From an optimization exercise on the open Yosys and OpenROAD flow, aimed at small area, a short achievable clock period and few clock cycles per item; shortcuts taken in it are not production practice. In this exercise RTL edits were held to simulation tests only and were not proved equivalent to the original. Power and IR drop assume default switching activity.

<file path="flow/run.sh">
#!/bin/bash
# Layout flow: the standard flow (standard.sh, unchanged synthesis and
# steps), except that the port buffers are the platform's smallest buffer
# (buf_1) instead of the default pick; repair_design still resizes them where
# a load needs it.  The full output goes to standard.log in this folder.
set -euo pipefail
export BUFFER_PORTS_ARGS="-buffer_cell sky130_fd_sc_hd__buf_1"
bash standard.sh > standard.log 2>&1
</file>
<file path="standard.sh">
#!/bin/bash
# synth_recipe.tcl (not shown) runs the flow's synth.tcl, then flattens the netlist and writes it again
# the make line also repeats each setting of config.mk as NAME=value (left out here)
make -C /OpenROAD-flow-scripts/flow DESIGN_CONFIG=/design/flow/config.mk WORK_HOME=/design/flow/orfs CLKGATE_MAP_FILE= SYNTH_SCRIPT=/design/flow/synth_recipe.tcl "${@:-finish}"
</file>
<file path="config.mk">
export PLATFORM = sky130hd
export DESIGN_NAME = cordic_multiply
export DESIGN_NICKNAME = cordic_multiply
export VERILOG_FILES = /design/flow/design.v
export SDC_FILE = /design/flow/constraint.sdc
export NUM_CORES = 4
export LEC_CHECK = 0
export CAP_MARGIN = 20
export CORE_MARGIN = 2
export CORE_UTILIZATION = 40
export CTS_BUF_LIST = sky130_fd_sc_hd__clkbuf_4
export SETUP_SLACK_MARGIN = 2.5
export SLEW_MARGIN = 20
export SYNTH_HIERARCHICAL = 1
export SYNTH_MINIMUM_KEEP_SIZE = 0
</file>
<file path="constraint.sdc">
create_clock -name core_clock -period 7.0 [get_ports {clk}]
set_input_delay 1.4000 -clock core_clock [delete_from_list [all_inputs] [get_ports {clk}]]
set_output_delay 1.4000 -clock core_clock [all_outputs]
set_load 0.01 [all_outputs]
</file>
<file path="design.v">
module cordic_multiply #(
    parameter WL = 16,
    parameter FL = 14,
    parameter N_ITER = 15
)(
    input  wire                 clk,
    input  wire                 rst_n,
    input  wire                 start,
    input  wire signed [WL-1:0] in1,
    input  wire signed [WL-1:0] in2,
    output wire signed [WL-1:0] out,
    output reg                  done
);
    reg  [15:1] ya_r, yb_r;
    reg         c0_r, p16_r;
    reg  [8:3] yc_r;
    wire p1 = ~(in1[0]);
    wire p2 = ~(in1[1]);
    wire p3 = ~(in1[2]);
    wire p4 = ~(in1[3]);
    wire p5 = ~(in1[4]);
    wire p6 = ~(in1[5]);
    wire p7 = ~(in1[6]);
    wire p8 = ~(in1[7]);
    wire p9 = ~(in1[8]);
    wire p10 = ~(in1[9]);
    wire p11 = ~(in1[10]);
    wire p12 = ~(in1[11]);
    wire p13 = ~(in1[12]);
    wire p14 = ~(in1[13]);
    wire p15 = ~(in1[14]);
    wire p16 = ~(~(in1[15]));
    wire p17 = ~(in2[15] & ~in1[0]);
    wire p18 = ~(in2[15]);
    wire p19 = ~(in2[14] & in1[1]);
    wire p20 = ~(in2[13] & in1[2]);
    wire p21 = ~(in2[12] & in1[3]);
    wire p22 = ~(in2[11] & in1[4]);
    wire p23 = ~(in2[10] & in1[5]);
    wire p24 = ~(in2[9] & in1[6]);
    wire p25 = ~(in2[8] & in1[7]);
    wire p26 = ~(in2[7] & in1[8]);
    wire p27 = ~(in2[6] & in1[9]);
    wire p28 = ~(in2[5] & in1[10]);
    wire p29 = ~(in2[4] & in1[11]);
    wire p30 = ~(in2[3] & in1[12]);
    wire p31 = ~(in2[2] & in1[13]);
    wire p32 = ~(~(in2[1] & in1[14]));
    wire p33 = ~(in2[15] & ~in1[1]);
    wire p34 = ~(in2[14] & in1[2]);
    wire p35 = ~(in2[13] & in1[3]);
    wire p36 = ~(in2[12] & in1[4]);
    wire p37 = ~(in2[11] & in1[5]);
    wire p38 = ~(in2[10] & in1[6]);
    wire p39 = ~(in2[9] & in1[7]);
    wire p40 = ~(in2[8] & in1[8]);
    wire p41 = ~(in2[7] & in1[9]);
    wire p42 = ~(in2[6] & in1[10]);
    wire p43 = ~(in2[5] & in1[11]);
    wire p44 = ~(in2[4] & in1[12]);
    wire p45 = ~(in2[3] & in1[13]);
    wire p46 = ~(in2[2] & in1[14]);
    wire p47 = ~(~(in2[1] & in1[15]));
    wire p48 = ~(in2[1] & in1[14]);
    wire p49 = ~(in2[15] & ~in1[2]);
    wire p50 = ~(in2[14] & in1[3]);
    wire p51 = ~(in2[13] & in1[4]);
    wire p52 = ~(in2[12] & in1[5]);
    wire p53 = ~(in2[11] & in1[6]);
    wire p54 = ~(in2[10] & in1[7]);
    wire p55 = ~(in2[9] & in1[8]);
    wire p56 = ~(in2[8] & in1[9]);
    wire p57 = ~(in2[7] & in1[10]);
    wire p58 = ~(in2[6] & in1[11]);
    wire p59 = ~(in2[5] & in1[12]);
    wire p60 = ~(in2[4] & in1[13]);
    wire p61 = ~(in2[3] & in1[14]);
    wire p62 = ~(~(in2[2] & in1[15]));
    wire p63 = ~(in2[15] & ~in1[3]);
    wire p64 = ~(in2[14] & in1[4]);
    wire p65 = ~(in2[13] & in1[5]);
    wire p66 = ~(in2[12] & in1[6]);
    wire p67 = ~(in2[11] & in1[7]);
    wire p68 = ~(in2[10] & in1[8]);
    wire p69 = ~(in2[9] & in1[9]);
    wire p70 = ~(in2[8] & in1[10]);
    wire p71 = ~(in2[7] & in1[11]);
    wire p72 = ~(in2[6] & in1[12]);
    wire p73 = ~(in2[5] & in1[13]);
    wire p74 = ~(in2[4] & in1[14]);
    wire p75 = ~(~(in2[3] & in1[15]));
    wire p76 = ~(in2[15] & ~in1[4]);
    wire p77 = ~(in2[14] & in1[5]);
    wire p78 = ~(in2[13] & in1[6]);
    wire p79 = ~(in2[12] & in1[7]);
    wire p80 = ~(in2[11] & in1[8]);
    wire p81 = ~(in2[10] & in1[9]);
    wire p82 = ~(in2[9] & in1[10]);
    wire p83 = ~(in2[8] & in1[11]);
    wire p84 = ~(in2[7] & in1[12]);
    wire p85 = ~(in2[6] & in1[13]);
    wire p86 = ~(in2[5] & in1[14]);
    wire p87 = ~(~(in2[4] & in1[15]));
    wire p88 = ~(in2[15] & ~in1[5]);
    wire p89 = ~(in2[14] & in1[6]);
    wire p90 = ~(in2[13] & in1[7]);
    wire p91 = ~(in2[12] & in1[8]);
    wire p92 = ~(in2[11] & in1[9]);
    wire p93 = ~(in2[10] & in1[10]);
    wire p94 = ~(in2[9] & in1[11]);
    wire p95 = ~(in2[8] & in1[12]);
    wire p96 = ~(in2[7] & in1[13]);
    wire p97 = ~(in2[6] & in1[14]);
    wire p98 = ~(~(in2[5] & in1[15]));
    wire p99 = ~(in2[15] & ~in1[6]);
    wire p100 = ~(in2[14] & in1[7]);
    wire p101 = ~(in2[13] & in1[8]);
    wire p102 = ~(in2[12] & in1[9]);
    wire p103 = ~(in2[11] & in1[10]);
    wire p104 = ~(in2[10] & in1[11]);
    wire p105 = ~(in2[9] & in1[12]);
    wire p106 = ~(in2[8] & in1[13]);
    wire p107 = ~(in2[7] & in1[14]);
    wire p108 = ~(~(in2[6] & in1[15]));
    wire p109 = ~(in2[15] & ~in1[7]);
    wire p110 = ~(in2[14] & in1[8]);
    wire p111 = ~(in2[13] & in1[9]);
    wire p112 = ~(in2[12] & in1[10]);
    wire p113 = ~(in2[11] & in1[11]);
    wire p114 = ~(in2[10] & in1[12]);
    wire p115 = ~(in2[9] & in1[13]);
    wire p116 = ~(in2[8] & in1[14]);
    wire p117 = ~(~(in2[7] & in1[15]));
    wire p118 = ~(in2[15] & ~in1[8]);
    wire p119 = ~(in2[14] & in1[9]);
    wire p120 = ~(in2[13] & in1[10]);
    wire p121 = ~(in2[12] & in1[11]);
    wire p122 = ~(in2[11] & in1[12]);
    wire p123 = ~(in2[10] & in1[13]);
    wire p124 = ~(in2[9] & in1[14]);
    wire p125 = ~(~(in2[8] & in1[15]));
    wire p126 = ~(in2[15] & ~in1[9]);
    wire p127 = ~(in2[14] & in1[10]);
    wire p128 = ~(in2[13] & in1[11]);
    wire p129 = ~(in2[12] & in1[12]);
    wire p130 = ~(in2[11] & in1[13]);
    wire p131 = ~(in2[10] & in1[14]);
    wire p132 = ~(~(in2[9] & in1[15]));
    wire p133 = ~(in2[15] & ~in1[10]);
    wire p134 = ~(in2[14] & in1[11]);
    wire p135 = ~(in2[13] & in1[12]);
    wire p136 = ~(in2[12] & in1[13]);
    wire p137 = ~(in2[11] & in1[14]);
    wire p138 = ~(~(in2[10] & in1[15]));
    wire p139 = ~(in2[15] & ~in1[11]);
    wire p140 = ~(in2[14] & in1[12]);
    wire p141 = ~(in2[13] & in1[13]);
    wire p142 = ~(in2[12] & in1[14]);
    wire p143 = ~(~(in2[11] & in1[15]));
    wire p144 = ~(in2[15] & ~in1[12]);
    wire p145 = ~(in2[14] & in1[13]);
    wire p146 = ~(in2[13] & in1[14]);
    wire p147 = ~(~(in2[12] & in1[15]));
    wire p148 = ~(in2[15] & ~in1[13]);
    wire p149 = ~(in2[14] & in1[14]);
    wire p150 = ~(~(in2[13] & in1[15]));
    wire p151 = ~(in2[15] & ~in1[14]);
    wire p152 = ~(~(in2[14] & in1[15]));
    wire p153 = ~(in2[15] & ~in1[15]);
    wire p154 = ~(1'b1);
    wire s155, c156;
    cm_fa us155 (.a(p1), .b(p2), .ci(p3), .s(s155), .co(c156));
    wire s157, c158;
    cm_fa us157 (.a(p4), .b(p5), .ci(p6), .s(s157), .co(c158));
    wire s159, c160;
    cm_fa us159 (.a(p7), .b(p8), .ci(p9), .s(s159), .co(c160));
    wire s161, c162;
    cm_fa us161 (.a(p10), .b(p11), .ci(p12), .s(s161), .co(c162));
    wire s163, c164;
    cm_fa us163 (.a(p13), .b(p14), .ci(p15), .s(s163), .co(c164));
    wire s165, c166;
    cm_fa us165 (.a(s155), .b(s157), .ci(s159), .s(s165), .co(c166));
    wire s167, c168;
    cm_fa us167 (.a(s161), .b(s163), .ci(s165), .s(s167), .co(c168));
    wire s169, c170;
    cm_fa us169 (.a(p16), .b(p17), .ci(p18), .s(s169), .co(c170));
    wire s171, c172;
    cm_fa us171 (.a(p19), .b(p20), .ci(p21), .s(s171), .co(c172));
    wire s173, c174;
    cm_fa us173 (.a(p22), .b(p23), .ci(p24), .s(s173), .co(c174));
    wire s175, c176;
    cm_fa us175 (.a(p25), .b(p26), .ci(p27), .s(s175), .co(c176));
    wire s177, c178;
    cm_fa us177 (.a(p28), .b(p29), .ci(p30), .s(s177), .co(c178));
    wire s179, c180;
    cm_fa us179 (.a(p31), .b(p32), .ci(c156), .s(s179), .co(c180));
    wire s181, c182;
    cm_fa us181 (.a(c158), .b(c160), .ci(c162), .s(s181), .co(c182));
    wire s183, c184;
    cm_fa us183 (.a(c164), .b(s169), .ci(s171), .s(s183), .co(c184));
    wire s185, c186;
    cm_fa us185 (.a(s173), .b(s175), .ci(s177), .s(s185), .co(c186));
    wire s187, c188;
    cm_fa us187 (.a(c166), .b(s179), .ci(s181), .s(s187), .co(c188));
    wire s189, c190;
    cm_fa us189 (.a(s183), .b(s185), .ci(c168), .s(s189), .co(c190));
    wire s191, c192;
    cm_fa us191 (.a(p33), .b(p34), .ci(p35), .s(s191), .co(c192));
    wire s193, c194;
    cm_fa us193 (.a(p36), .b(p37), .ci(p38), .s(s193), .co(c194));
    wire s195, c196;
    cm_fa us195 (.a(p39), .b(p40), .ci(p41), .s(s195), .co(c196));
    wire s197, c198;
    cm_fa us197 (.a(p42), .b(p43), .ci(p44), .s(s197), .co(c198));
    wire s199, c200;
    cm_fa us199 (.a(p45), .b(p46), .ci(p47), .s(s199), .co(c200));
    wire s201, c202;
    cm_fa us201 (.a(p48), .b(c170), .ci(c172), .s(s201), .co(c202));
    wire s203, c204;
    cm_fa us203 (.a(c174), .b(c176), .ci(c178), .s(s203), .co(c204));
    wire s205, c206;
    cm_fa us205 (.a(s191), .b(s193), .ci(s195), .s(s205), .co(c206));
    wire s207, c208;
    cm_fa us207 (.a(s197), .b(s199), .ci(c180), .s(s207), .co(c208));
    wire s209, c210;
    cm_fa us209 (.a(c182), .b(c184), .ci(c186), .s(s209), .co(c210));
    wire s211, c212;
    cm_fa us211 (.a(s201), .b(s203), .ci(s205), .s(s211), .co(c212));
    wire s213, c214;
    cm_fa us213 (.a(c188), .b(s207), .ci(s209), .s(s213), .co(c214));
    wire s215, c216;
    cm_fa us215 (.a(s211), .b(c190), .ci(s213), .s(s215), .co(c216));
    wire s217, c218;
    cm_fa us217 (.a(p49), .b(p50), .ci(p51), .s(s217), .co(c218));
    wire s219, c220;
    cm_fa us219 (.a(p52), .b(p53), .ci(p54), .s(s219), .co(c220));
    wire s221, c222;
    cm_fa us221 (.a(p55), .b(p56), .ci(p57), .s(s221), .co(c222));
    wire s223, c224;
    cm_fa us223 (.a(p58), .b(p59), .ci(p60), .s(s223), .co(c224));
    wire s225, c226;
    cm_fa us225 (.a(p61), .b(p62), .ci(c192), .s(s225), .co(c226));
    wire s227, c228;
    cm_fa us227 (.a(c194), .b(c196), .ci(c198), .s(s227), .co(c228));
    wire s229, c230;
    cm_fa us229 (.a(c200), .b(s217), .ci(s219), .s(s229), .co(c230));
    wire s231, c232;
    cm_fa us231 (.a(s221), .b(s223), .ci(c202), .s(s231), .co(c232));
    wire s233, c234;
    cm_fa us233 (.a(c204), .b(c206), .ci(s225), .s(s233), .co(c234));
    wire s235, c236;
    cm_fa us235 (.a(s227), .b(s229), .ci(c208), .s(s235), .co(c236));
    wire s237, c238;
    cm_fa us237 (.a(c210), .b(s231), .ci(c212), .s(s237), .co(c238));
    wire s239, c240;
    cm_fa us239 (.a(s233), .b(s235), .ci(c214), .s(s239), .co(c240));
    wire s241, c242;
    cm_fa us241 (.a(p63), .b(p64), .ci(p65), .s(s241), .co(c242));
    wire s243, c244;
    cm_fa us243 (.a(p66), .b(p67), .ci(p68), .s(s243), .co(c244));
    wire s245, c246;
    cm_fa us245 (.a(p69), .b(p70), .ci(p71), .s(s245), .co(c246));
    wire s247, c248;
    cm_fa us247 (.a(p72), .b(p73), .ci(p74), .s(s247), .co(c248));
    wire s249, c250;
    cm_fa us249 (.a(p75), .b(c218), .ci(c220), .s(s249), .co(c250));
    wire s251, c252;
    cm_fa us251 (.a(c222), .b(c224), .ci(s241), .s(s251), .co(c252));
    wire s253, c254;
    cm_fa us253 (.a(s243), .b(s245), .ci(s247), .s(s253), .co(c254));
    wire s255, c256;
    cm_fa us255 (.a(c226), .b(c228), .ci(c230), .s(s255), .co(c256));
    wire s257, c258;
    cm_fa us257 (.a(s249), .b(s251), .ci(s253), .s(s257), .co(c258));
    wire s259, c260;
    cm_fa us259 (.a(c232), .b(c234), .ci(s255), .s(s259), .co(c260));
    wire s261, c262;
    cm_fa us261 (.a(s257), .b(c236), .ci(c238), .s(s261), .co(c262));
    wire s263, c264;
    cm_fa us263 (.a(p76), .b(p77), .ci(p78), .s(s263), .co(c264));
    wire s265, c266;
    cm_fa us265 (.a(p79), .b(p80), .ci(p81), .s(s265), .co(c266));
    wire s267, c268;
    cm_fa us267 (.a(p82), .b(p83), .ci(p84), .s(s267), .co(c268));
    wire s269, c270;
    cm_fa us269 (.a(p85), .b(p86), .ci(p87), .s(s269), .co(c270));
    wire s271, c272;
    cm_fa us271 (.a(c242), .b(c244), .ci(c246), .s(s271), .co(c272));
    wire s273, c274;
    cm_fa us273 (.a(c248), .b(s263), .ci(s265), .s(s273), .co(c274));
    wire s275, c276;
    cm_fa us275 (.a(s267), .b(s269), .ci(c250), .s(s275), .co(c276));
    wire s277, c278;
    cm_fa us277 (.a(c252), .b(c254), .ci(s271), .s(s277), .co(c278));
    wire s279, c280;
    cm_fa us279 (.a(s273), .b(c256), .ci(s275), .s(s279), .co(c280));
    wire s281, c282;
    cm_fa us281 (.a(c258), .b(s277), .ci(c260), .s(s281), .co(c282));
    wire s283, c284;
    cm_fa us283 (.a(p88), .b(p89), .ci(p90), .s(s283), .co(c284));
    wire s285, c286;
    cm_fa us285 (.a(p91), .b(p92), .ci(p93), .s(s285), .co(c286));
    wire s287, c288;
    cm_fa us287 (.a(p94), .b(p95), .ci(p96), .s(s287), .co(c288));
    wire s289, c290;
    cm_fa us289 (.a(p97), .b(p98), .ci(c264), .s(s289), .co(c290));
    wire s291, c292;
    cm_fa us291 (.a(c266), .b(c268), .ci(c270), .s(s291), .co(c292));
    wire s293, c294;
    cm_fa us293 (.a(s283), .b(s285), .ci(s287), .s(s293), .co(c294));
    wire s295, c296;
    cm_fa us295 (.a(c272), .b(c274), .ci(s289), .s(s295), .co(c296));
    wire s297, c298;
    cm_fa us297 (.a(s291), .b(s293), .ci(c276), .s(s297), .co(c298));
    wire s299, c300;
    cm_fa us299 (.a(c278), .b(s295), .ci(c280), .s(s299), .co(c300));
    wire s301, c302;
    cm_fa us301 (.a(p99), .b(p100), .ci(p101), .s(s301), .co(c302));
    wire s303, c304;
    cm_fa us303 (.a(p102), .b(p103), .ci(p104), .s(s303), .co(c304));
    wire s305, c306;
    cm_fa us305 (.a(p105), .b(p106), .ci(p107), .s(s305), .co(c306));
    wire s307, c308;
    cm_fa us307 (.a(p108), .b(c284), .ci(c286), .s(s307), .co(c308));
    wire s309, c310;
    cm_fa us309 (.a(c288), .b(s301), .ci(s303), .s(s309), .co(c310));
    wire s311, c312;
    cm_fa us311 (.a(s305), .b(c290), .ci(c292), .s(s311), .co(c312));
    wire s313, c314;
    cm_fa us313 (.a(c294), .b(s307), .ci(s309), .s(s313), .co(c314));
    wire s315, c316;
    cm_fa us315 (.a(c296), .b(s311), .ci(s313), .s(s315), .co(c316));
    wire s317, c318;
    cm_fa us317 (.a(p109), .b(p110), .ci(p111), .s(s317), .co(c318));
    wire s319, c320;
    cm_fa us319 (.a(p112), .b(p113), .ci(p114), .s(s319), .co(c320));
    wire s321, c322;
    cm_fa us321 (.a(p115), .b(p116), .ci(p117), .s(s321), .co(c322));
    wire s323, c324;
    cm_fa us323 (.a(c302), .b(c304), .ci(c306), .s(s323), .co(c324));
    wire s325, c326;
    cm_fa us325 (.a(s317), .b(s319), .ci(s321), .s(s325), .co(c326));
    wire s327, c328;
    cm_fa us327 (.a(c308), .b(c310), .ci(s323), .s(s327), .co(c328));
    wire s329, c330;
    cm_fa us329 (.a(s325), .b(c312), .ci(c314), .s(s329), .co(c330));
    wire s331, c332;
    cm_fa us331 (.a(p118), .b(p119), .ci(p120), .s(s331), .co(c332));
    wire s333, c334;
    cm_fa us333 (.a(p121), .b(p122), .ci(p123), .s(s333), .co(c334));
    wire s335, c336;
    cm_fa us335 (.a(p124), .b(p125), .ci(c318), .s(s335), .co(c336));
    wire s337, c338;
    cm_fa us337 (.a(c320), .b(c322), .ci(s331), .s(s337), .co(c338));
    wire s339, c340;
    cm_fa us339 (.a(s333), .b(c324), .ci(c326), .s(s339), .co(c340));
    wire s341, c342;
    cm_fa us341 (.a(s335), .b(s337), .ci(c328), .s(s341), .co(c342));
    wire s343, c344;
    cm_fa us343 (.a(s339), .b(c330), .ci(s341), .s(s343), .co(c344));
    wire s345, c346;
    cm_fa us345 (.a(p126), .b(p127), .ci(p128), .s(s345), .co(c346));
    wire s347, c348;
    cm_fa us347 (.a(p129), .b(p130), .ci(p131), .s(s347), .co(c348));
    wire s349, c350;
    cm_fa us349 (.a(p132), .b(c332), .ci(c334), .s(s349), .co(c350));
    wire s351, c352;
    cm_fa us351 (.a(s345), .b(s347), .ci(c336), .s(s351), .co(c352));
    wire s353, c354;
    cm_fa us353 (.a(c338), .b(s349), .ci(c340), .s(s353), .co(c354));
    wire s355, c356;
    cm_fa us355 (.a(s351), .b(c342), .ci(s353), .s(s355), .co(c356));
    wire s357, c358;
    cm_fa us357 (.a(p133), .b(p134), .ci(p135), .s(s357), .co(c358));
    wire s359, c360;
    cm_fa us359 (.a(p136), .b(p137), .ci(p138), .s(s359), .co(c360));
    wire s361, c362;
    cm_fa us361 (.a(c346), .b(c348), .ci(s357), .s(s361), .co(c362));
    wire s363, c364;
    cm_fa us363 (.a(s359), .b(c350), .ci(s361), .s(s363), .co(c364));
    wire s365, c366;
    cm_fa us365 (.a(c352), .b(s363), .ci(c354), .s(s365), .co(c366));
    wire s367, c368;
    cm_fa us367 (.a(p139), .b(p140), .ci(p141), .s(s367), .co(c368));
    wire s369, c370;
    cm_fa us369 (.a(p142), .b(p143), .ci(c358), .s(s369), .co(c370));
    wire s371, c372;
    cm_fa us371 (.a(c360), .b(s367), .ci(c362), .s(s371), .co(c372));
    wire s373, c374;
    cm_fa us373 (.a(s369), .b(c364), .ci(s371), .s(s373), .co(c374));
    wire s375, c376;
    cm_fa us375 (.a(p144), .b(p145), .ci(p146), .s(s375), .co(c376));
    wire s377, c378;
    cm_fa us377 (.a(p147), .b(c368), .ci(s375), .s(s377), .co(c378));
    wire s379, c380;
    cm_fa us379 (.a(c370), .b(s377), .ci(c372), .s(s379), .co(c380));
    wire s381, c382;
    cm_fa us381 (.a(p148), .b(p149), .ci(p150), .s(s381), .co(c382));
    wire s383, c384;
    cm_fa us383 (.a(c376), .b(s381), .ci(c378), .s(s383), .co(c384));
    wire s385, c386;
    cm_fa us385 (.a(p151), .b(p152), .ci(c382), .s(s385), .co(c386));
    wire s387, c388;
    cm_fa us387 (.a(p153), .b(p154), .ci(c386), .s(s387), .co(c388));
    wire [16:0] ya = {s387, c384, c380, c374, c366, c356, c344, s343, s327, c298, s297, s279, s259, s237, s215, s187, s167};
    wire [16:0] yb = {1'b1, s385, s383, s379, s373, s365, s355, 1'b1, c316, c300, c282, c262, c240, c216, 1'b1, s189, 1'b1};
    wire        cy0 = ya[0] | yb[0];        
    wire        sx16 = ~(ya[16] ^ yb[16]);  
    always @(posedge clk) begin
        ya_r  <= ya[15:1];
        yb_r  <= yb[15:1];
        c0_r  <= cy0;
        p16_r <= sx16;
    end
    always @(posedge clk)
        yc_r <= {s329, s315, s299, s281, s261, s239};
    wire [15:1] ya2, yb2;
    wire yk9;
    wire yk8;
    wire yk7;
    wire yk6;
    wire yk5;
    wire yk4;
    cm_fa ur3 (.a(ya_r[3]), .b(yb_r[3]), .ci(yc_r[3]), .s(ya2[3]), .co(yk4));
    cm_fa ur4 (.a(ya_r[4]), .b(yb_r[4]), .ci(yc_r[4]), .s(ya2[4]), .co(yk5));
    cm_fa ur5 (.a(ya_r[5]), .b(yb_r[5]), .ci(yc_r[5]), .s(ya2[5]), .co(yk6));
    cm_fa ur6 (.a(ya_r[6]), .b(yb_r[6]), .ci(yc_r[6]), .s(ya2[6]), .co(yk7));
    cm_fa ur7 (.a(ya_r[7]), .b(yb_r[7]), .ci(yc_r[7]), .s(ya2[7]), .co(yk8));
    cm_fa ur8 (.a(ya_r[8]), .b(yb_r[8]), .ci(yc_r[8]), .s(ya2[8]), .co(yk9));
    assign ya2[1] = ya_r[1];
    assign yb2[1] = yb_r[1];
    assign ya2[2] = ya_r[2];
    assign yb2[2] = yb_r[2];
    assign yb2[3] = 1'b1;
    assign yb2[4] = yk4;
    assign yb2[5] = yk5;
    assign yb2[6] = yk6;
    assign yb2[7] = yk7;
    assign yb2[8] = yk8;
    assign ya2[9] = ya_r[9];
    assign yb2[9] = yk9;
    assign ya2[10] = ya_r[10];
    assign yb2[10] = yb_r[10];
    assign ya2[11] = ya_r[11];
    assign yb2[11] = yb_r[11];
    assign ya2[12] = ya_r[12];
    assign yb2[12] = yb_r[12];
    assign ya2[13] = ya_r[13];
    assign yb2[13] = yb_r[13];
    assign ya2[14] = ya_r[14];
    assign yb2[14] = yb_r[14];
    assign ya2[15] = ya_r[15];
    assign yb2[15] = yb_r[15];
    wire [16:0] sum = {p16_r, ya2, 1'b1} + {1'b1, yb2, c0_r};
    assign out = ~sum[16:1];
    always @(posedge clk or negedge rst_n)
        if (!rst_n) done <= 1'b0;
        else        done <= start;
endmodule
module cm_han (
    input  wire a,
    input  wire b,
    output wire s,
    output wire co
);
    assign s  = ~(a ^ b);
    assign co = a | b;
endmodule
module cm_fa (
    input  wire a,
    input  wire b,
    input  wire ci,
    output wire s,
    output wire co
);
    assign s  = a ^ b ^ ci;
    assign co = (a & b) | (a & ci) | (b & ci);
endmodule
</file>
==> results of run 1 <==
==> registers in the layout, indices dropped and copies added (netlist names) <==
signal	flops
yc_r	6
ya_r	15
p16_r	1
yb_r	13
done	1
==> metal layers <==
layer / up-vias / wire [µm]
met5: - / 0
met4: 0 / 126
met3: 10 / 686
met2: 121 / 5348
met1: 1597 / 5106
li1: 1422 / -
==> Yosys stat by module, one instance, submodules excluded <==
module           flip-flops and latches  times used  cells  cell area, µm²
cm_fa                                 0         123      1           20.02
cordic_multiply                      36           1    309            2136
==> critical path, stage by stage <==
cell,delay [ns]
buf_1,0.65
nand2_1,0.18
fa_1,0.56
fa_1,0.42
fa_1,0.49
fa_1,0.51
fa_1,0.41
==> metrics by stage <==
step	instances	util [%]	setup slack [ns]	hold WS [ns]	area [µm²]
detailed placement	608	43.36	2.232	1.165	4908
floorplan	432	-	2.626	1.104	4598
global route	616	44.07	2.503	0.7829	4989
CTS	616	44.07	2.612	0.7821	4989
finish	616	44.07	2.602	0.8046	4989
global placement	608	43.36	2.273	1.162	4908
==> layout by cell type, fill, tap and decap left out, drive strengths merged, types with 3 or more instances in the layout <==
cell type,n
a21oi,11
and2,15
buf,52
clkbuf,6
dfxtp,35
fa,123
ha,14
inv,23
nand2,127
nand2b,4
nand3,8
nor2,6
nor3,3
o21ai,7
xnor2,6
xor2,4
==> power by group through the flow <==
stage	Clock [mW]	Combinational, mW	Sequential, mW
floorplan	0	1.30	0.351
global placement	0	1.81	0.359
detailed placement	0	1.85	0.361
CTS	0.148	1.86	0.356
global route	0.156	2.07	0.366
finish	0.144	1.85	0.355
==> cells by family (layout without fill, tap and decap cells) <==
group,count (synthesis),count (layout),synth area share (%)
AO/OA/AOI/OAI,36,36,5.578
buffers and inverters,42,83,3.429
adder cells (fa/ha/maj),137,137,57.36
flip-flops,36,36,15.78
AND/OR/NAND/NOR,170,170,15.86
XOR/XNOR,10,10,1.905
other,1,1,0.08155
==> cell type report <==
class | count | area [µm²]
sequential | 36 | 725.7
fill | 1098 | 6332
clock inverter | 2 | 35.03
timing repair buffer | 52 | 202.7
tap | 143 | 178.9
clock buffer | 6 | 45.04
multi-input combinational | 354 | 3715
inverter | 23 | 86.33
==> path summary, 6_finish.rpt <==
path	slack (ns)	to	start
max in group asynchronous	6.10	done	rst_n
worst min-delay path	0.80	done	rst_n
worst max-delay path	2.60	ya_r[2]	in2[14]
min in group core_clock	1.17	done	start
==> Yosys cell counts (all sizes together) <==
library cell  instances
nand2               127
fa                  123
dfxtp                35
inv                  23
clkbuf               19
and2                 15
ha                   14
a21oi                11
nand3                 8
o21ai                 7
nor2                  6
xnor2                 6
nand2b                4
xor2                  4
nor3                  3
a211oi                2
a21o                  2
nand3b                2
nand4                 2
o21a                  2
o21bai                2
a2111o                1
a211o                 1
a221o                 1
a221oi                1
a311oi                1
a41oi                 1
and3                  1
conb                  1
dfrtp                 1
nor3b                 1
nor4b                 1
o211ai                1
o21ba                 1
o221ai                1
o311ai                1
==> impl_metrics.ini, run 1 <==
[drt]
drc = 0
wirelength_um = 11270
vias = 3150
ant_nets = 0
wl_per_cell_um = 18.29
dr.pass1.iters = 5
drtIter0Drc = 247
routed_via_density = 5.114

[critical_path]
endpoint_kind = flip-flop
crit_arrival_ns = 4.62
critPathLaunchType = primary input
crit_required_ns = 7.22
crit_fanout = 15
worstSetupPathType = primary input to flip-flop

[power]
power_frac_comb_pct = 78.8
power_frac_seq_pct = 15.1
switchingPower_mw = 1.207
finalPower_mw = 2.345
max-vdd-ir-drop_v = 0.0005526
leakagePower_nw = 1.875
p_clk_share_pct = 6.1
intPower_mw = 1.139
swShare_pct = 51.45
p_per_area_nw_per_um2 = 470.1

[floorplanning]
start_util_pct = 40.62
fp.coreArea_um2 = 11320
chipHeight_um = 111.2
ios = 52
fp.dieArea_um2 = 12370
die_width_um = 111.2
rows = 39

[global_route]
grt.busiest_layer = met2
grt_overflow = 0
grt_pass1_vias = 3426
antenna_found_initial = 0
grt_pass1_wl_um = 18110
use_met3_pct = 2.515
grt_use_met1_pct = 26.81
grt_max_degree = 18
grt_use_total_pct = 18.90
met2_usage_pct = 31.06

[logic_synthesis]
syn-instance-count = 432
ys_seq_area_share_pct = 15.78
ys_ff_latch = 36
yosysWarningCount = 7
syn_avg_cell_area_um2 = 10.64
yosys.area.top_type_share_pct = 53.55
synth.distinct_cells = 39
syn-cell-area_um2 = 4598
synthTopCellsByArea = fa_1 54%, dfxtp_1 15%, nand2_1 10%, ha_1 3.8%, and2_1 2.0%
post-synth-top-area-cell = fa_1
synth_nets = 604

[finish]
area_delta_synth_final_pct = 8.490
diodes = 0
nets = 644
drive_gt1_share_pct = 2.960

[clock_network]
numCtsBuffers = 5
post-cts-setup-buffers = 0
cts_root_buffer = clkbuf_4
clkSlewWorstSetupHoldPaths_ns = 0.10
cts.sinks = 36
cts_tree = yes
cts_buffer_depth = 2
ctsHoldBuffers = 0
cts_resized = 0
htreeDepth = 2

[placement]
portBuffers = 50
dp_hpwl_um = 9129
gp_congestion = 0.8615

[timing]
max_freq_mhz = 227.4
worst_pin_slew_ns = 0.8864
rsz0062_at_grt = no
setup-tns-final_ns = 0
hold_viol = 0
finalCritPeriodShare_pct = 62.82
setup_viol = 0
drv_slew = 0
slew_headroom_pct = 40.90
fin_crit_ns = 4.398

[outcome]
status = finished clean

[min_path]
hold_path_class = primary input to asynchronous set/reset pin

[flow_run]
drv_cap = 0
Testbench counts, summed over its fixed seeds: cycles 1,608, items 1,600.
==> run 2, diff against run 1 <==
--- a/config.mk
+++ b/config.mk
@@ -9,7 +9,7 @@
 export CORE_MARGIN = 2
 export CORE_UTILIZATION = 40
 export CTS_BUF_LIST = sky130_fd_sc_hd__clkbuf_4
-export SETUP_SLACK_MARGIN = 2.5
+export SETUP_SLACK_MARGIN = 2.8
 export SLEW_MARGIN = 20
 export SYNTH_HIERARCHICAL = 1
 export SYNTH_MINIMUM_KEEP_SIZE = 0
==> run 2 against run 1 <==
Clock power is about 30% lower. Setup slack better by 0.24 ns. Via count is 2.0% higher. Sequential share of layout area hardly changed. Sequential power hardly changed. Non-clock buffer count is 1 lower. Routed wire length is 0.16% lower. Critical path type unchanged.
==> impl_metrics.ini, run 2 <==
[floorplanning]
start_util_pct = 40.62
die_width_um = 111.2
fp.dieArea_um2 = 12370
fp.coreArea_um2 = 11320
ios = 52
chipHeight_um = 111.2
rows = 39

[placement]
gp_congestion = 0.8690
portBuffers = 50
place_area_um2 = 4901
dp_hpwl_um = 9136

[outcome]
status = finished clean

[logic_synthesis]
synth_nets = 604
ys_seq_area_share_pct = 15.78
syn-instance-count = 432
yosysWarningCount = 7
postSynth.asyncResetShare_pct = 2.778
synth.distinct_cells = 39
post-synth-top-area-cell = fa_1
synthTopCellsByArea = fa_1 54%, dfxtp_1 15%, nand2_1 10%, ha_1 3.8%, and2_1 2.0%
synthTopCellsByCount = 127 x nand2_1, 123 x fa_1, 35 x dfxtp_1
yosys.area.top_type_share_pct = 53.55
synth_ff_type = dfxtp_1
yosysMostFrequentCell = nand2_1
synth-edff-count = 0
syn-cell-area_um2 = 4598
syn_avg_cell_area_um2 = 10.64
ys_ff_latch = 36

[clock_network]
ctsHoldBuffers = 0
cts_buffer_depth = 2
cts.sinks = 36
htreeDepth = 2
cts_root_buffer = clkbuf_4
clkSlewWorstSetupHoldPaths_ns = 0.11
post-cts-setup-buffers = 0
cts_tree = yes
numCtsBuffers = 5

[finish]
area_delta_synth_final_pct = 8.599
finish.instance_area_um2 = 4994
drive_gt1_share_pct = 6.144
final_common_cell = nand2_1
largest_register_ffs = 15
fillers = 1095
regMostFlops = ya_r
reg_top3 = ya_r: 15 flops, yb_r: 13 flops, yc_r: 6 flops
nets = 643
final_cell_mix = 127 x nand2_1, 123 x fa_1, 36 x buf_1
diodes = 0

[timing]
rsz0062_at_grt = yes
worst_pin_slew_ns = 0.6138
max_freq_mhz = 240.3
hold_viol = 0
slew_headroom_pct = 59.08
fin_crit_ns = 4.161
finalCritPeriodShare_pct = 59.45
setup-tns-final_ns = 0
drv_slew = 0
setup_viol = 0
holdWs_ns = 0.8095

[global_route]
antenna_found_initial = 0
grt_pass1_vias = 3586
grt_use_total_pct = 19.52
grt_max_degree = 18
grt_overflow = 0
grt_pass1_wl_um = 18890

[drt]
routed_via_density = 5.223
wl_per_cell_um = 18.29
vias = 3212
ant_nets = 0
drtIter0Drc = 250
dr.pass1.iters = 4
drc = 0
wirelength_um = 11250

[critical_path]
crit_required_ns = 7.19
worstSetupPathType = primary input to flip-flop
cpMostUsedCell = fa_1
endpoint_kind = flip-flop
crit_arrival_ns = 4.36
crit_chain = buf_1, nand2_1, fa_1, fa_1, fa_1, fa_1, fa_1
cp_slowest_cell = fa_1
critPathLaunchType = primary input
crit_fanout = 10
cpPeakStageDelay_ns = 0.51
crit_family = adder cells
crit_buf_inv = 1

[min_path]
hold_path_class = primary input to asynchronous set/reset pin

[power]
p_per_area_nw_per_um2 = 466.3
max-vdd-ir-drop_v = 0.0004859
leakagePower_nw = 1.896

[flow_run]
drv_cap = 0
[run 2: per-module statistics from Yosys (local to each module, per instance)]
module | flops+latches | copies in the design | cells inside
cordic_multiply | 36 | 1 | 309
cm_fa | 0 | 123 | 1
[run 2: stage by stage]
step	util (%)	setup WS (ns)	instances	total power, mW
after floorplan	-	2.818	432	1.651
after global placement	43.29	2.293	607	2.162
after detailed placement	43.29	2.267	607	2.205
after CTS	43.98	2.816	615	2.325
after global routing	44.11	2.747	615	2.575
final	44.11	2.839	615	2.328
[run 2: routing by layer]
layer  global-route usage (%)  routed length, µm  share of wire (%)  vias to the layer above
li1                         -                  -                  -                     1418
met1                    28.89               5274                 47                     1641
met2                    31.02               5080                 45                      133
met3                    1.695                650                5.8                       20
met4                    5.679                243                2.2                        0
met5                        0                  0                  0                        -
[run 2: repair_timing]
item / 4_1_cts / 5_1_grt
endpoints found under the setup margin: 18 / 14
pin swaps: 0 / 2
gates resized for setup: 11 / 10
endpoints found under the hold margin: 0 / 0
[run 2: final timing paths]
check	from	to	slack (ns)	cells after the start
max in group asynchronous	rst_n	done	6.10	1
max	in2[9]	ya_r[9]	2.84	7
min	rst_n	done	0.81	1
min in group core_clock	start	done	1.17	1
[run 2: cells by family (layout without fill, tap and decap cells)]
kind of cell             count (synthesis)  after routing  synth area share, %
XOR/XNOR                                10             10                1.905
flip-flops                              36             36                15.78
adder cells (fa/ha/maj)                137            137                57.36
buffers and inverters                   42             82                3.429
AND/OR/NAND/NOR                        170            170                15.86
other                                    1              1              0.08155
AO/OA/AOI/OAI                           36             36                5.578
[run 2: cell type report]
| class | count | area (µm²) | area share (%) |
|---|---|---|---|
| Multi-Input combinational cell | 354 | 3731 | 74.72 |
| Sequential cell | 36 | 725.7 | 14.53 |
| Clock inverter | 2 | 7.507 | 0.1503 |
| Clock buffer | 6 | 45.04 | 0.9020 |
| Inverter | 23 | 86.33 | 1.729 |
| Tap cell | 143 | 178.9 | 3.583 |
| Timing Repair Buffer | 51 | 219.0 | 4.385 |
[run 2: report_power, final]
group          switching [mW]  total, mW  internal (mW)
clock network          0.0599      0.101         0.0411
registers              0.0434      0.355          0.311
logic                    1.11       1.87          0.764
==> run 3, diff against run 2 <==
--- a/config.mk
+++ b/config.mk
@@ -9,7 +9,7 @@
 export CORE_MARGIN = 2
 export CORE_UTILIZATION = 40
 export CTS_BUF_LIST = sky130_fd_sc_hd__clkbuf_4
-export SETUP_SLACK_MARGIN = 2.8
+export SETUP_SLACK_MARGIN = 3.5
 export SLEW_MARGIN = 20
 export SYNTH_HIERARCHICAL = 1
 export SYNTH_MINIMUM_KEEP_SIZE = 0
==> run 3 against run 2 <==
Still clean. Largest power group unchanged. Synthesized area stayed put. First-iteration DRC count is 3.6% lower. Sequential power up 2%. Critical endpoint is now out[13]. Routed wire length increased by 9.2%. Largest cell class unchanged. Total power increased by 35%. Non-clock buffer count up 25. Design area rose by 16%. Die area unchanged.
==> impl_metrics.ini, run 3 <==
[outcome]
status = finished clean

[drt]
wirelength_um = 12290
ant_nets = 0
routed_via_density = 5.266
wl_per_cell_um = 19.20
drtIter0Drc = 241
drc = 0
vias = 3370
dr.pass1.iters = 4

[critical_path]
crit_fanout = 3
crit_required_ns = 5.60
critPathLaunchType = flip-flop
endpoint_kind = output pin
crit_arrival_ns = 2.52
crit_path_start = yb_r[8]
worstSetupPathType = flip-flop to output pin

[logic_synthesis]
ys_ff_latch = 36
postSynth.asyncResetShare_pct = 2.778
synthTopCellsByCount = 127 x nand2_1, 123 x fa_1, 35 x dfxtp_1
synth.distinct_cells = 39
yosys.area.top_type_share_pct = 53.55
synth_ff_type = dfxtp_1
ys_seq_area_share_pct = 15.78
syn-cell-area_um2 = 4598
syn-instance-count = 432
syn_avg_cell_area_um2 = 10.64
yosysMostFrequentCell = nand2_1
yosysWarningCount = 7
synth_nets = 604
synthTopCellsByArea = fa_1 54%, dfxtp_1 15%, nand2_1 10%, ha_1 3.8%, and2_1 2.0%
post-synth-top-area-cell = fa_1
synth-edff-count = 0

[clock_network]
cts_root_buffer = clkbuf_4
clkSlewWorstSetupHoldPaths_ns = 0.10
cts_tree = yes
numCtsBuffers = 5
cts.sinks = 36
htreeDepth = 2
cts_buffer_depth = 2

[placement]
gp_congestion = 0.8400
dp_hpwl_um = 9376
portBuffers = 50

[global_route]
grt_pass1_vias = 3753
grt_max_degree = 18
antenna_found_initial = 0
grt_use_total_pct = 20.91
grt_overflow = 0
grt_pass1_wl_um = 20140

[power]
finalPower_mw = 3.144
switchingPower_mw = 1.493
max-vdd-ir-drop_v = 0.0008264
intPower_mw = 1.651
power_frac_comb_pct = 85.4
leakagePower_nw = 2.149
power_frac_seq_pct = 11.5
p_clk_share_pct = 3.2
p_per_area_nw_per_um2 = 543.5
swShare_pct = 47.49

[floorplanning]
start_util_pct = 40.62
fp.dieArea_um2 = 12370
die_width_um = 111.2
chipHeight_um = 111.2
rows = 39
ios = 52
fp.coreArea_um2 = 11320

[timing]
rsz0062_at_grt = yes
setup-tns-final_ns = 0
finalCritPeriodShare_pct = 56.07
max_freq_mhz = 254.8
holdWs_ns = 0.8117
fin_crit_ns = 3.925
setup_viol = 0
drv_slew = 0
hold_viol = 0

[finish]
fin_util_pct = 51.09
diodes = 0
area_delta_synth_final_pct = 25.80
regMostFlops = ya_r
final_cell_mix = 113 x nand2_1, 70 x fa_2, 53 x fa_1
nets = 668
reg_top3 = ya_r: 15 flops, yb_r: 13 flops, yc_r: 6 flops
drive_gt1_share_pct = 37.63
largest_register_ffs = 15
final_common_cell = nand2_1

[flow_run]
drv_cap = 0

[min_path]
hold_path_class = primary input to asynchronous set/reset pin
run 3: routing by layer:
| metal | global-route usage (%) | routed length [µm] |
|---|---|---|
| met4 | 5.844 | 160 |
| met2 | 35.20 | 6019 |
| met5 | 0 | 0 |
| met3 | 0.9841 | 767 |
| met1 | 29.80 | 5341 |
run 3: kinds of logic after synthesis:
logic type,synth area share [%]
other,0.08155
DFF,15.78
AOI/OAI and AO/OA,5.578
and+or+nand+nor,15.86
xor gates and xnor gates,1.905
adders and majority gates,57.36
buffers and inverters,3.429
run 3: worst max path at each step:
stage	slack [ns]	endpoint	cells after the start
final	3.08	out[13]	8
after global routing	2.96	out[13]	8
after CTS	3.03	out[13]	8
after detailed placement	2.27	yb_r[10]	7
after global placement	2.32	ya_r[2]	7
after floorplan	3.02	yb_r[10]	8
run 3: cell type report:
class                      instances  area [µm²]
multi-input combinational        354        4146
fill                            1012        5537
clock buffer                       6       45.04
clock inverter                     2       7.507
sequential                        36       732.0
inverter                          23       91.34
tap                              143       178.9
timing repair buffer              76       583.1
run 3: metrics by stage:
step	cells	cell area, µm²	worst slack (ns)
2_1_floorplan	432	4870	3.021
3_3_place_gp	609	5054	2.324
3_5_place_dp	609	5054	2.275
4_1_cts	634	5617	3.028
5_1_grt	640	5784	2.961
6_report	640	5784	3.075
run 3: what timing repair did:
action / CTS / global route
resized for setup: 137 / 39
hold buffers: 0 / 0
setup endpoints to repair: 41 / 30
pin swaps: 43 / 20
setup buffers: 17 / 6
run 3: per-module statistics from Yosys (local to each module, per instance):
module / copies in the design / area [µm²] / flops+latches / cells
cm_fa: 123 / 20.02 / 0 / 1
cordic_multiply: 1 / 2136 / 36 / 309
run 3: power by group through the flow:
stage / combinational [mW] / sequential, mW / clock (mW)
2_1_floorplan: 1.34 / 0.353 / 0
3_5_place_dp: 1.86 / 0.362 / 0
4_1_cts: 2.36 / 0.361 / 0.103
6_report: 2.68 / 0.361 / 0.0991
5_1_grt: 2.94 / 0.372 / 0.110
3_3_place_gp: 1.82 / 0.360 / 0
run 3: worst max-delay path, stage by stage, from the launching register on:
cell and delay (ns):
dfxtp_2 0.33, fa_2 0.48, ha_4 0.18, a21o_1 0.19, a221o_1 0.38, a311oi_2 0.25, o21bai_1 0.11, xnor2_1 0.15
buf_2 0.15
==> run 4, diff against run 3 <==
--- a/config.mk
+++ b/config.mk
@@ -9,7 +9,7 @@
 export CORE_MARGIN = 2
 export CORE_UTILIZATION = 40
 export CTS_BUF_LIST = sky130_fd_sc_hd__clkbuf_4
-export SETUP_SLACK_MARGIN = 3.5
+export SETUP_SLACK_MARGIN = 3.3
 export SLEW_MARGIN = 20
 export SYNTH_HIERARCHICAL = 1
 export SYNTH_MINIMUM_KEEP_SIZE = 0
==> run 4 against run 3 <==
Design area fell by 4.3%. Synthesized cell count is the same. Setup slack got worse by 0.051 ns. Critical path type unchanged. Critical path depth is the same. Largest power group unchanged. Sequential share of layout area increased by 0.52 points. Maximum frequency decreased by 1.3%.
==> impl_metrics.ini, run 4 <==
[outcome]
status = finished clean

[logic_synthesis]
ys_seq_area_share_pct = 15.78
syn-instance-count = 432
ys_ff_latch = 36
synth-xor-area-share_pct = 1.905
yosysMostFrequentCell = nand2_1
post-synth-top-area-cell = fa_1
yosysWarningCount = 7
yosys.area.top_type_share_pct = 53.55
postSynth.asyncResetShare_pct = 2.778
synthTopCellsByArea = fa_1 54%, dfxtp_1 15%, nand2_1 10%, ha_1 3.8%, and2_1 2.0%
synthMuxAreaShare_pct = 0
yosys.area_share.simple_pct = 15.86
synth_top_family_by_area = adder cells
synthTopCellsByCount = 127 x nand2_1, 123 x fa_1, 35 x dfxtp_1
synth_compound_area_share_pct = 5.578
synth_fa_ha_area_share_pct = 57.36
synth-edff-count = 0
syn-cell-area_um2 = 4598
syn_avg_cell_area_um2 = 10.64
synth_nets = 604
synth_ff_type = dfxtp_1
synth.distinct_cells = 39

[min_path]
hold_path_class = primary input to asynchronous set/reset pin

[drt]
drtIter0Drc = 175
routed_via_density = 5.207
dr.pass1.iters = 4
ant_nets = 0
drc = 0
wirelength_um = 11570
wl_per_cell_um = 18.31
vias = 3291

[global_route]
grt_pass1_wl_um = 18980
antenna_found_initial = 0
grt_overflow = 0
grt_max_degree = 18
grt_pass1_vias = 3686
grt_use_total_pct = 19.72

[finish]
regMostFlops = ya_r
fin_util_pct = 48.89
final_cell_mix = 124 x nand2_1, 78 x fa_1, 45 x fa_2
nets = 660
area_delta_synth_final_pct = 20.38
largest_register_ffs = 15
final_common_cell = nand2_1
diodes = 0
reg_top3 = ya_r: 15 flops, yb_r: 13 flops, yc_r: 6 flops
drive_gt1_share_pct = 27.40

[critical_path]
worstSetupPathType = flip-flop to output pin
endpoint_kind = output pin
crit_fanout = 3
crit_arrival_ns = 2.58
crit_family = compound AO/OA/AOI/OAI gates
crit_buf_inv = 1
cpPeakStageDelay_ns = 0.50
crit_required_ns = 5.60
cp_slowest_cell = fa_2
critPathLaunchType = flip-flop
crit_chain = fa_2, ha_4, a21o_1, a221o_1, a311oi_2, o21bai_1, xnor2_1, buf_2

[placement]
portBuffers = 50
gp_congestion = 0.8676
dp_hpwl_um = 9099

[floorplanning]
ios = 52
fp.dieArea_um2 = 12370
rows = 39
start_util_pct = 40.62
chipHeight_um = 111.2
die_width_um = 111.2
fp.coreArea_um2 = 11320

[clock_network]
cts_tree = yes
ctsHoldBuffers = 0
cts_buffer_depth = 2
cts.sinks = 36
htreeDepth = 2
numCtsBuffers = 5
clkSlewWorstSetupHoldPaths_ns = 0.10
cts_root_buffer = clkbuf_4

[timing]
finalCritPeriodShare_pct = 56.80
drv_slew = 0
hold_viol = 0
holdWs_ns = 0.8070
fin_crit_ns = 3.976
setup_viol = 0
rsz0062_at_grt = yes
setup-tns-final_ns = 0
max_freq_mhz = 251.5

[power]
leakagePower_nw = 2.066
p_per_area_nw_per_um2 = 522.2
max-vdd-ir-drop_v = 0.0008713

[flow_run]
drv_cap = 0
==> run 4: routing by layer <==
| metal | track usage [%] | up-vias | routed length (µm) | share of wire (%) |
|---|---|---|---|---|
| li1 | - | 1458 | - | - |
| met2 | 32.28 | 141 | 5429 | 47 |
| met1 | 28.28 | 1675 | 5160 | 45 |
| met3 | 2.460 | 17 | 788 | 6.8 |
| met4 | 4.774 | 0 | 191 | 1.7 |
| met5 | 0 | - | 0 | 0 |
==> run 4: per-module statistics from Yosys (local to each module, per instance) <==
module / times used / area [µm²] / flops+latches / cells inside
cm_fa: 123 / 20.02 / 0 / 1
cordic_multiply: 1 / 2136 / 36 / 309
==> run 4: worst paths after layout <==
kind	endpoint	from	depth (start not counted)
max in group asynchronous	done	rst_n	1
worst max-delay path	out[13]	yb_r[8]	8
worst min-delay path	done	rst_n	1
min in group core_clock	done	start	1
==> run 4: cell type report <==
cell class / count / area [µm²]
Multi-Input combinational cell: 354 / 3999
Clock buffer: 5 / 37.54
Inverter: 23 / 86.33
Sequential cell: 36 / 729.5
Tap cell: 143 / 178.9
Fill cell: 1032 / 5786
Clock inverter: 3 / 21.27
Timing Repair Buffer: 68 / 483.0
==> run 4: through the flow <==
step	cells	power (mW)	setup WS [ns]	cell area, µm²
3_5_place_dp	608	2.210	2.309	5004
5_1_grt	632	3.162	2.891	5535
6_report	632	2.891	3.024	5535
4_1_cts	627	2.765	3.010	5464
2_1_floorplan	432	1.676	3.015	4792
3_3_place_gp	608	2.172	2.341	5004
==> run 4: kinds of logic after synthesis <==
group           after synthesis
other cells                   1
fa+ha+maj                   137
buf+inv                      42
simple gates                170
flops                        36
compound gates               36
xor+xnor                     10
==> run 4: power by group <==
group          leakage, nW  switching (mW)  internal [mW]  total (mW)
clock               0.0316          0.0683         0.0397       0.108
combinational         1.73            1.28           1.14        2.42
sequential           0.306          0.0475          0.313       0.361
==> run 4: timing repair <==
item / 4_1_cts / 5_1_grt
pin swaps: 23 / 8
endpoints found under the setup margin: 36 / 13
resized for setup: 100 / 17
setup buffers: 11 / 5
==> run 5, diff against run 4 <==
--- a/config.mk
+++ b/config.mk
@@ -9,7 +9,7 @@
 export CORE_MARGIN = 2
 export CORE_UTILIZATION = 40
 export CTS_BUF_LIST = sky130_fd_sc_hd__clkbuf_4
-export SETUP_SLACK_MARGIN = 3.3
+export SETUP_SLACK_MARGIN = 3.2
 export SLEW_MARGIN = 20
 export SYNTH_HIERARCHICAL = 1
 export SYNTH_MINIMUM_KEEP_SIZE = 0
==> run 5 against run 4 <==
Still clean on timing, DRC and antenna. Critical path depth unchanged. Setup slack improved by 0.018 ns. Design area decreased by 1.9%. Die area stayed put. Hold slack got worse by 0.0028 ns. Global-route usage rose by 0.080 points. Non-clock buffer count is 5 lower. Synthesized area is the same. First-iteration DRC count increased by 12%. Sequential power barely moved. Routed wire length rose by 1.2%. Synthesized cell count did not move. Largest cell class unchanged.
==> impl_metrics.ini, run 5 <==
[clock_network]
numCtsBuffers = 5
cts_buffer_depth = 2
cts_root_buffer = clkbuf_4
cts.sinks = 36
cts_tree = yes
htreeDepth = 2
clkSlewWorstSetupHoldPaths_ns = 0.11
ctsHoldBuffers = 0

[critical_path]
crit_arrival_ns = 2.56
crit_fanout = 3
cp_slowest_cell = fa_2
crit_chain = fa_2, ha_4, a21o_1, a221o_1, a311oi_2, o21bai_1, xnor2_1, buf_2
critPathLaunchType = flip-flop
endpoint_kind = output pin
cpPeakStageDelay_ns = 0.49
crit_required_ns = 5.60
worstSetupPathType = flip-flop to output pin

[drt]
dr.pass1.iters = 4
drtIter0Drc = 196
drc = 0
routed_via_density = 5.265
ant_nets = 0
wirelength_um = 11710
wl_per_cell_um = 18.68
vias = 3301

[logic_synthesis]
synthTopCellsByCount = 127 x nand2_1, 123 x fa_1, 35 x dfxtp_1
syn-instance-count = 432
ys_seq_area_share_pct = 15.78
synth_ff_type = dfxtp_1
synth-edff-count = 0
postSynth.asyncResetShare_pct = 2.778
post-synth-top-area-cell = fa_1
syn_avg_cell_area_um2 = 10.64
yosysWarningCount = 7
synth.distinct_cells = 39
yosys.area.top_type_share_pct = 53.55
synthTopCellsByArea = fa_1 54%, dfxtp_1 15%, nand2_1 10%, ha_1 3.8%, and2_1 2.0%
synth_nets = 604
ys_ff_latch = 36
syn-cell-area_um2 = 4598
yosysMostFrequentCell = nand2_1

[timing]
max_freq_mhz = 252.7
finalCritPeriodShare_pct = 56.54
hold_viol = 0
fin_crit_ns = 3.958
setup_slack_ns = 3.042
holdWs_ns = 0.8042
drv_slew = 0
setup-tns-final_ns = 0
setup_viol = 0
rsz0062_at_grt = yes

[placement]
dpl_worst_slack_ns = 2.340
dp_hpwl_um = 9181
portBuffers = 50
gp_congestion = 0.8638
place_area_um2 = 4989

[global_route]
antenna_found_initial = 0
grt_overflow = 0
met2_usage_pct = 32.93
grt_use_met1_pct = 28.33
use_met3_pct = 2.296
grt_pass1_wl_um = 19210
grt_use_total_pct = 19.80
grt.busiest_layer = met2
grt_max_degree = 18
grt_pass1_vias = 3656

[outcome]
status = finished clean

[floorplanning]
fp.dieArea_um2 = 12370
fp.coreArea_um2 = 11320
chipHeight_um = 111.2
ios = 52
rows = 39
die_width_um = 111.2
start_util_pct = 40.62

[finish]
regMostFlops = ya_r
reg_top3 = ya_r: 15 flops, yb_r: 13 flops, yc_r: 6 flops
final_cell_mix = 124 x nand2_1, 83 x fa_1, 40 x fa_2
nets = 655
finish.instance_area_um2 = 5433
final_common_cell = nand2_1
area_delta_synth_final_pct = 18.15
diodes = 0
largest_register_ffs = 15
drive_gt1_share_pct = 25.00

[power]
max-vdd-ir-drop_v = 0.0006777
p_per_area_nw_per_um2 = 507.0
leakagePower_nw = 2.024
p_clk_share_pct = 3.9
swShare_pct = 49.39
power_frac_seq_pct = 13.1
finalPower_mw = 2.755
power_frac_comb_pct = 83.0
switchingPower_mw = 1.360
intPower_mw = 1.394

[min_path]
hold_path_class = primary input to asynchronous set/reset pin

[flow_run]
drv_cap = 0
==> run 5: cell counts after synthesis <==
Identical to the previous run, type by type.
==> run 5: final timing paths <==
path	from	to	slack, ns	cells past startpoint
max	yb_r[8]	out[13]	3.04	8
min	rst_n	done	0.80	1
max in group asynchronous	rst_n	done	6.10	1
min in group core_clock	start	done	1.16	1
==> run 5: Yosys stat by module (local to each module, per instance) <==
module,cells inside,flops+latches
cordic_multiply,309,36
cm_fa,1,0
==> run 5: area by class of cell <==
type	instances	area, µm²
fill	1051	5888
sequential	36	729.5
clock inverter	1	5.005
timing repair buffer	63	405.4
clock buffer	7	52.55
tap	143	178.9
multi-input combinational	354	3975
inverter	23	86.33
==> run 5: power groups by stage <==
stage               clock network (mW)  registers, mW  logic [mW]
CTS                              0.112          0.360        2.13
global route                     0.121          0.373        2.54
detailed placement                   0          0.360        1.86
finish                           0.107          0.361        2.29
global placement                     0          0.358        1.81
floorplan                            0          0.351        1.32
==> run 5: critical path: cells and delay by family, from the launching register on <==
kind | cells | cell delay, ns
compound gates | 4 | 0.93
xor+xnor | 1 | 0.15
fa+ha+maj | 2 | 0.67
buf+inv | 1 | 0.15
flops | 1 | 0.34
==> run 5: what timing repair did <==
action / 4_1_cts / 5_1_grt
hold endpoints to repair: 0 / 0
pin swaps: 17 / 22
setup buffers: 10 / 1
endpoints found under the setup margin: 34 / 15
gates resized for setup: 65 / 32
gates cloned: 0 / 0
==> run 5: cells by family after synthesis <==
group                      Yosys count  share of synthesized area (%)
DFF                                 36                          15.78
other                                1                        0.08155
adders and majority gates          137                          57.36
xor gates and xnor gates            10                          1.905
and+or+nand+nor                    170                          15.86
buffers and inverters               42                          3.429
AOI/OAI and AO/OA                   36                          5.578
==> run 5: metrics by stage <==
step                utilization, %  std cells
finish                       47.99        627
floorplan                        -        432
global route                 47.99        627
global placement             44.07        608
CTS                          46.94        626
detailed placement           44.07        608
==> run 5: metal layers <==
metal | part of all wire, % | routed length (µm) | up-vias
met1 | 45 | 5266 | 1695
met3 | 5.8 | 680 | 12
met4 | 0.87 | 102 | 0
li1 | - | - | 1450
met5 | 0 | 0 | -
met2 | 48 | 5665 | 144
==> run 6, diff against run 5 <==
--- a/config.mk
+++ b/config.mk
@@ -9,7 +9,7 @@
 export CORE_MARGIN = 2
 export CORE_UTILIZATION = 40
 export CTS_BUF_LIST = sky130_fd_sc_hd__clkbuf_4
-export SETUP_SLACK_MARGIN = 3.2
+export SETUP_SLACK_MARGIN = 2.85
 export SLEW_MARGIN = 20
 export SYNTH_HIERARCHICAL = 1
 export SYNTH_MINIMUM_KEEP_SIZE = 0
==> run 6 against run 5 <==
Design area down 7.0%. Flip-flop and latch count unchanged. Hold slack improved by 0.0017 ns. Critical path type is now primary input to flip-flop. Still clean on timing, DRC and antenna. First-iteration DRC count is 24% lower.
==> impl_metrics.ini, run 6 <==
[timing]
finalCritPeriodShare_pct = 58.23
max_freq_mhz = 245.3
setup_viol = 0
setup-tns-final_ns = 0
setup_slack_ns = 2.924
rsz0062_at_grt = no
fin_crit_ns = 4.076
holdWs_ns = 0.8060
hold_viol = 0
drv_slew = 0
slew_headroom_pct = 65.79
worst_pin_slew_ns = 0.5132

[drt]
drtIter0Drc = 149
routed_via_density = 5.278
wl_per_cell_um = 18.13
wirelength_um = 11150
vias = 3246
dr.pass1.iters = 4
ant_nets = 0
drc = 0

[clock_network]
ctsHoldBuffers = 0
numCtsBuffers = 5
cts.sinks = 36
cts_tree = yes
cts_root_buffer = clkbuf_4
cts_buffer_depth = 2
htreeDepth = 2
clkSlewWorstSetupHoldPaths_ns = 0.11

[power]
leakagePower_nw = 1.921
max-vdd-ir-drop_v = 0.0005657
p_per_area_nw_per_um2 = 478.2
finalPower_mw = 2.416

[floorplanning]
start_util_pct = 40.62
ios = 52
chipHeight_um = 111.2
die_width_um = 111.2
fp.coreArea_um2 = 11320
rows = 39
fp.dieArea_um2 = 12370

[critical_path]
crit_required_ns = 7.22
worstSetupPathType = primary input to flip-flop
crit_arrival_ns = 4.30
endpoint_kind = flip-flop
crit_fanout = 9
critPathLaunchType = primary input

[logic_synthesis]
syn_avg_cell_area_um2 = 10.64
post-synth-top-area-cell = fa_1
yosysMostFrequentCell = nand2_1
postSynth.asyncResetShare_pct = 2.778
ys_ff_latch = 36
yosys.area.top_type_share_pct = 53.55
yosysWarningCount = 7
synthTopCellsByArea = fa_1 54%, dfxtp_1 15%, nand2_1 10%, ha_1 3.8%, and2_1 2.0%
synth.distinct_cells = 39
ys_seq_area_share_pct = 15.78
syn-cell-area_um2 = 4598
syn-instance-count = 432
synth_ff_type = dfxtp_1
synthTopCellsByCount = 127 x nand2_1, 123 x fa_1, 35 x dfxtp_1
synth_nets = 604
synth-edff-count = 0

[finish]
multi_input_area_um2 = 3765
fillers = 1106
final_common_cell = nand2_1
diodes = 0
drive_gt1_share_pct = 7.839
finish.instance_area_um2 = 5052
nets = 643
seq_area_um2 = 726.9
final_cell_mix = 127 x nand2_1, 122 x fa_1, 34 x buf_1, 34 x dfxtp_1, 23 x inv_1
fin_util_pct = 44.63
reg_top3 = ya_r: 15 flops, yb_r: 13 flops, yc_r: 6 flops
fin_cells = 615
area_delta_synth_final_pct = 9.878
largest_register_ffs = 15
regMostFlops = ya_r

[flow_run]
drv_cap = 0

[global_route]
grt.busiest_layer = met2
grt_use_total_pct = 18.95
use_met3_pct = 4.210
grt_max_degree = 18
grt_pass1_vias = 3582
met2_usage_pct = 29.63
grt_use_met1_pct = 26.76
grt_overflow = 0
antenna_found_initial = 0
grt_pass1_wl_um = 18380

[outcome]
status = finished clean

[min_path]
hold_path_class = primary input to asynchronous set/reset pin

[placement]
place_area_um2 = 4901
portBuffers = 50
gp_congestion = 0.8586
dpl_worst_slack_ns = 2.186
dp_cells = 607
dp_hpwl_um = 9058
[run 6: worst max path at each step]
stage / startpoint / to / slack, ns / depth (start not counted)
2_1_floorplan: in2[14] / ya_r[2] / 2.85 / 7
3_3_place_gp: in2[15] / yb_r[10] / 2.27 / 7
3_5_place_dp: in2[15] / ya_r[2] / 2.19 / 7
4_1_cts: in2[10] / ya_r[2] / 2.84 / 7
5_1_grt: in2[8] / ya_r[2] / 2.86 / 7
6_report: in2[8] / ya_r[2] / 2.92 / 7
[run 6: what timing repair did]
action | 4_1_cts | 5_1_grt
resized for setup | 15 | 16
endpoints found under the hold margin | 0 | 0
buffers inserted | 0 | 0
endpoints found under the setup margin | 19 | 13
pin swaps | 1 | 2
[run 6: layer usage]
metal  routed length (µm)  part of all wire (%)
met1                 4837                    43
met4                  233                   2.1
met3                 1054                   9.5
met5                    0                     0
met2                 5027                    45
[run 6: per-module statistics from Yosys (local to each module, per instance)]
module           cell area (µm²)  flip-flops and latches
cordic_multiply             2136                      36
cm_fa                      20.02                       0
[run 6: cells by family (layout without fill, tap and decap cells)]
logic type	after synthesis	after routing	synth area share (%)
and+or+nand+nor	170	170	15.86
buffers and inverters	42	82	3.429
DFF	36	36	15.78
AOI/OAI and AO/OA	36	36	5.578
other	1	1	0.08155
xor gates and xnor gates	10	10	1.905
adders and majority gates	137	137	57.36
[run 6: layout make-up]
cell class | instances | share of cell area [%]
Multi-Input combinational cell | 354 | 74.52
Inverter | 23 | 1.709
Clock buffer | 6 | 0.8915
Sequential cell | 36 | 14.39
Timing Repair Buffer | 51 | 4.260
Clock inverter | 2 | 0.6934
Tap cell | 143 | 3.541
[run 6: where the power goes]
group / leakage, nW / switching (mW) / internal, mW
clock: 0.0456 / 0.0626 / 0.0788
combinational: 1.57 / 1.12 / 0.795
sequential: 0.307 / 0.0467 / 0.312
[run 6: worst max-delay path, cell delays in order]
cell     delay (ns)
buf_1          0.39
nand2_1        0.16
fa_1           0.52
fa_1           0.44
fa_1           0.47
fa_1           0.51
fa_1           0.40

afterwards: timing with drivers on the ports:
No port has a modelled driver above. Below, the same layouts with a new extraction and two added sets of constraints.
Step 1 assumes that a clkbuf_16 drives the clock port and a buf_2 every other input.
Step 2, shift: input delay + t, output delay - t, t = (earliest + latest rising clock arrival at the registers) / 2. This alone moves slack from input paths to output paths.
Slacks: no drivers / after step 1 / after step 2; pairs: no drivers / after step 1.
run	t (ns)	setup slack, ns	worst hold slack (ns)
run 1	0.355	2.602 / 2.603 / 2.248	0.805 / 0.804 / 1.159
run 2	0.344	2.839 / 2.837 / 2.493	0.809 / 0.807 / 1.151
run 3	0.344	3.075 / 3.051 / 2.833	0.812 / 0.810 / 1.154
run 4	0.358	3.024 / 2.997 / 2.895	0.807 / 0.804 / 1.163
run 5	0.351	3.042 / 3.015 / 2.858	0.804 / 0.800 / 1.151
run 6	0.344	2.924 / 2.924 / 2.580	0.806 / 0.805 / 1.149
After both steps setup and hold are still met in every run listed. The setup slack of run 1, which loses most, moves by +0.001 ns with the drivers and by -0.354 ns with both steps.
